This is an optimization exercise on Yosys and OpenROAD, whose aim is small area, a short achievable clock period and few clock cycles per item, not a production implementation.
The RTL was checked by simulation tests, not by an equivalence proof against the original design.

## run 1
==> flow/design.v <==
`default_nettype none
`default_nettype wire
`default_nettype none
`default_nettype wire
`default_nettype none
module pipelined_div_radix2 #(
		parameter COMB_BUSY = 0
	)(
		input wire iCLOCK,
		input wire inRESET,
		input wire iREMOVE,
		output wire oSOURCE_BUSY,
		input wire iSOURCE_VALID,
		input wire iSOURCE_SIGN,
		input wire [31:0] iSOURCE_DIVIDEND,
		input wire [31:0] iSOURCE_DIVISOR,
		input wire iOUT_BUSY,
		output wire oOUT_VALID,
		output wire [31:0] oOUT_DATA_Q,
		output wire [31:0] oOUT_DATA_R
	);
	localparam [2:0] PH_FIRST = 3'd0;
	localparam [2:0] PH_ITER  = 3'd1;
	localparam [2:0] PH_NEG1  = 3'd2;
	localparam [2:0] PH_NEG2  = 3'd3;
	localparam [2:0] PH_PSUB  = 3'd4;
	localparam [2:0] PH_ZERO  = 3'd5;
	reg b_run;
	reg b_valid;
	reg [2:0] b_ph;
	reg b_post;			 
	reg b_an;			 
	reg b_bn;			 
	reg b_cin;			 
	reg [5:0] b_sa;		 
	reg [5:0] b_cnt;	 
	reg [31:0] b_r;		 
	reg [31:0] b_y;		 
	reg [31:0] b_q;		 
	wire accept = iSOURCE_VALID && !oSOURCE_BUSY && !iREMOVE;
	wire src_an = iSOURCE_SIGN && iSOURCE_DIVIDEND[31];
	wire src_bn = iSOURCE_SIGN && iSOURCE_DIVISOR[31];
	function [5:0] func_clz;
		input [31:0] v;
		integer i;
		begin
			func_clz = 6'd32;
			for(i = 0; i < 32; i = i + 1)begin
				if(v[i])begin
					func_clz = 6'd31 - i[5:0];
				end
			end
		end
	endfunction
	wire qn = b_an ^ b_bn;
	wire [5:0] first_d = b_cnt - b_sa;
	wire first_skip = first_d[5];
	wire [4:0] first_j = first_d[4:0];
	wire first_bz = (b_cnt == 6'd32) && !b_bn;
	wire ph_first = (b_ph == PH_FIRST);
	wire ph_iter = (b_ph == PH_ITER);
	wire amt_zero = qn && (ph_first || (b_ph == PH_NEG2));
	wire [4:0] sh_amt = amt_zero? 5'd0 : (ph_first? first_j : b_cnt[4:0]);
	wire [31:0] sh_y = (b_q << sh_amt) ^ {32{!b_bn}};
	wire [32:0] add_s = {1'b0, b_r} + {1'b0, b_y} + {32'd0, b_cin};
	wire step_ok = add_s[32];
	wire last_iter = (b_cnt == 6'd0);
	reg fin;
	always@* begin
		case(b_ph)
			PH_FIRST : fin = first_bz || first_skip;
			PH_ITER  : fin = last_iter && !b_an;
			PH_NEG2  : fin = b_post;
			PH_ZERO  : fin = !b_an;
			default  : fin = 1'b0;
		endcase
	end
	generate
		if(COMB_BUSY)begin : GEN_COMB_BUSY
			assign oSOURCE_BUSY = b_run || (b_valid && iOUT_BUSY);
		end
		else begin : GEN_REG_BUSY
			assign oSOURCE_BUSY = b_run || b_valid;
		end
	endgenerate
	always@(posedge iCLOCK or negedge inRESET)begin
		if(!inRESET)begin
			b_run <= 1'b0;
			b_valid <= 1'b0;
		end
		else if(iREMOVE)begin
			b_run <= 1'b0;
			b_valid <= 1'b0;
		end
		else if(accept)begin
			b_run <= 1'b1;
			b_valid <= 1'b0;
		end
		else if(b_run)begin
			if(fin)begin
				b_run <= 1'b0;
				b_valid <= 1'b1;
			end
		end
		else if(!iOUT_BUSY)begin
			b_valid <= 1'b0;
		end
	end
	always@(posedge iCLOCK)begin
		b_sa <= func_clz(iSOURCE_DIVIDEND);
		case(b_ph)
			PH_FIRST : b_y <= b_an? ~b_r : sh_y;
			PH_NEG1  : b_y <= ~b_r;
			PH_ITER  : b_y <= {1'b1, b_y[31:1]};
			default  : b_y <= sh_y;
		endcase
	end
	always@(posedge iCLOCK)begin
		if(accept)begin
			b_ph <= PH_FIRST;
			b_post <= 1'b0;
			b_an <= src_an;
			b_bn <= src_bn;
			b_cnt <= func_clz((iSOURCE_DIVISOR ^ {32{src_bn}}) | {31'd0, src_bn});
			b_r <= iSOURCE_DIVIDEND;
			b_q <= iSOURCE_DIVISOR;
		end
		else if(b_run)begin
			case(b_ph)
				PH_FIRST : begin
					b_cnt <= {1'b0, first_j};
					b_cin <= !b_bn;
					if(first_bz)begin
						b_q <= {{31{!b_an}}, 1'b1};
					end
					else if(first_skip)begin
						b_q <= 32'd0;
					end
					else if(b_an)begin
						b_cin <= 1'b1;
						b_r <= 32'd0;
						b_ph <= PH_NEG2;
					end
					else if(qn)begin
						b_ph <= PH_PSUB;
					end
					else begin
						b_q <= 32'd0;
						b_ph <= PH_ITER;
					end
				end
				PH_NEG1 : begin
					b_cin <= 1'b1;
					b_r <= 32'd0;
					b_ph <= PH_NEG2;
				end
				PH_NEG2 : begin
					b_r <= add_s[31:0];
					b_cin <= !b_bn;
					if(b_post)begin
						b_ph <= PH_NEG2;
					end
					else if(qn)begin
						b_ph <= PH_PSUB;
					end
					else begin
						b_q <= 32'd0;
						b_ph <= PH_ITER;
					end
				end
				PH_PSUB : begin
					b_q <= 32'hFFFFFFFF;
					if(step_ok)begin
						b_r <= add_s[31:0];
						b_ph <= PH_ITER;
					end
					else begin
						b_ph <= PH_ZERO;
					end
				end
				PH_ZERO : begin
					b_q <= 32'd0;
					b_post <= 1'b1;
					b_ph <= PH_NEG1;
				end
				default : begin
					b_cnt <= b_cnt - 6'd1;
					b_q <= {b_q[30:0], step_ok ^ qn};
					if(step_ok)begin
						b_r <= add_s[31:0];
					end
					if(last_iter)begin
						b_post <= 1'b1;
						b_ph <= PH_NEG1;
					end
				end
			endcase
		end
	end
	assign oOUT_VALID = b_valid;
	assign oOUT_DATA_Q = b_q;
	assign oOUT_DATA_R = b_r;
endmodule
`default_nettype wire
Settings: LEC_CHECK=0, CAP_MARGIN=20, CORE_MARGIN=2, CORE_UTILIZATION=40, CTS_BUF_LIST=sky130_fd_sc_hd__clkbuf_4 sky130_fd_sc_hd__clkbuf_8, CTS_CLUSTER_DIAMETER=100, CTS_CLUSTER_SIZE=40, SLEW_MARGIN=20; clock period 10.0 ns.
standard.sh (not shown) runs the stock make flow with config.mk's settings and CLKGATE_MAP_FILE= SYNTH_SCRIPT=/design/flow/synth_recipe.tcl, a recipe that flattens the netlist after the stock synthesis.
==> flow/flow/run.sh <==
#!/bin/bash
cp standard.sh standard_sh.txt
export SETUP_SLACK_MARGIN=6.4
# Port buffers: the smallest buffer (resizing still upsizes where needed)
export BUFFER_PORTS_ARGS="-buffer_cell sky130_fd_sc_hd__buf_1"
bash standard.sh > standard.log 2>&1
Testbench counts of run 1, summed over its fixed seeds: cycles 33,050, items 2,048.
> inputs changed (run 1 -> run 2)
- clearing CTS_CLUSTER_SIZE, which used to be 40
- clearing CTS_CLUSTER_DIAMETER, which used to be 100
- swapping 20 for 0 in CAP_MARGIN
- swapping 20 for 0 in SLEW_MARGIN
Notes after the runs:
Run 1 → run 2: fraction of synthesized area in multiplexers about even; clock skew about even; met2 wire length fell 0.37%. As far as share of final layout cell area taken by non-clock buffers is concerned, run 1 and run 2 perform about the same. For proportion of cell area spent on the clock network, run 2 and run 1 come out practically identical. In terms of sequential share of layout area, run 1 and run 2 differ only marginally.
--- input diff run 2..run 3 ---
- a deleted CTS_BUF_LIST that had been sky130_fd_sc_hd__clkbuf_4 sky130_fd_sc_hd__clkbuf_8
- a change of CAP_MARGIN from 0 to 20
- a change of SLEW_MARGIN from 0 to 20
==> flow/flow/run.sh <==
#!/bin/bash
cp standard.sh standard_sh.txt
export SETUP_SLACK_MARGIN=6.6
bash standard.sh > standard.log 2>&1
## What came out
- Across both runs, routed metal-1 wire length was higher for run 3 than for run 2.
- Changes observed in run 3 relative to run 2: delay of the slowest cell on the worst path about even, wire length reported by the detailed router rose 5500 um.
- Looking at pre-CTS worst setup slack, run 3 sits 100 ps lower than run 2 does.
- Relative to run 2, data required time at the worst endpoint has decreased by 30 ps in run 3.
- In run 3, multi-input gate share of total cell area is lower than in run 2.
- Compared with run 2, run 3 shows a higher first-pass GRT wire length.
What run 4 does differently from run 3 at the input level:
- CTS_BUF_LIST newly set to sky130_fd_sc_hd__clkbuf_4 sky130_fd_sc_hd__clkbuf_8
- TNS_END_PERCENT newly set to 50
==> flow/flow/run.sh <==
#!/bin/bash
cp standard.sh standard_sh.txt
export SETUP_SLACK_MARGIN=6.4
# Port buffers: the smallest buffer (resizing still upsizes where needed)
export BUFFER_PORTS_ARGS="-buffer_cell sky130_fd_sc_hd__buf_1"
bash standard.sh > standard.log 2>&1
--- outcome ---
Going from run 3 to run 4, the register-to-register slack was found to have gone down by 50 ps.
The flow did not stop early for run 4: all stages ran, and the layout cleared the timing, DRC and antenna checks.
Run 3 reports its most frequent standard cell in the layout excluding fill and tap cells as sky130_fd_sc_hd__a21oi_1 while run 4 reports sky130_fd_sc_hd__buf_1.
Critical path buffer and inverter count: run 4 vs run 3 down 1
The worst hold slack was comparable across run 3 and run 4.
Sequential share of cell area (higher): run 4

==> afterwards: timing with drivers on the ports <==
How much do the figures lean on ideal ports? The routed layouts below were timed once more, with nothing changed but the port constraints.
Step 1 (the two cells are an assumption about what drives the block):
set clk [get_ports {iCLOCK}]
set_driving_cell -lib_cell sky130_fd_sc_hd__clkbuf_16 $clk
set_driving_cell -lib_cell sky130_fd_sc_hd__buf_2 [delete_from_list [all_inputs] $clk]
Step 2 adds t to the input delays and takes it off the output delays; t is the mean of the earliest and latest rising clock arrival at the registers after step 1. Input paths then give back, and output paths get back, about the clock's delay inside the block.
Three values: ideal ports, drivers, drivers and shift; two values: the first two.
run	t, ns	setup WS [ns]	worst hold slack (ns)
run 1	0.502	6.402 / 6.402 / 6.025	0.548 / 0.548 / 0.548
run 2	0.504	6.406 / 6.406 / 6.016	0.546 / 0.546 / 0.546
run 3	0.473	6.371 / 6.371 / 6.186	0.529 / 0.529 / 0.529
run 4	0.512	6.320 / 6.320 / 5.886	0.526 / 0.526 / 0.526
After both steps setup and hold are still met in every run listed. The setup slack of run 4, which loses most, moves by 0.000 ns with the drivers and by -0.434 ns with both steps.
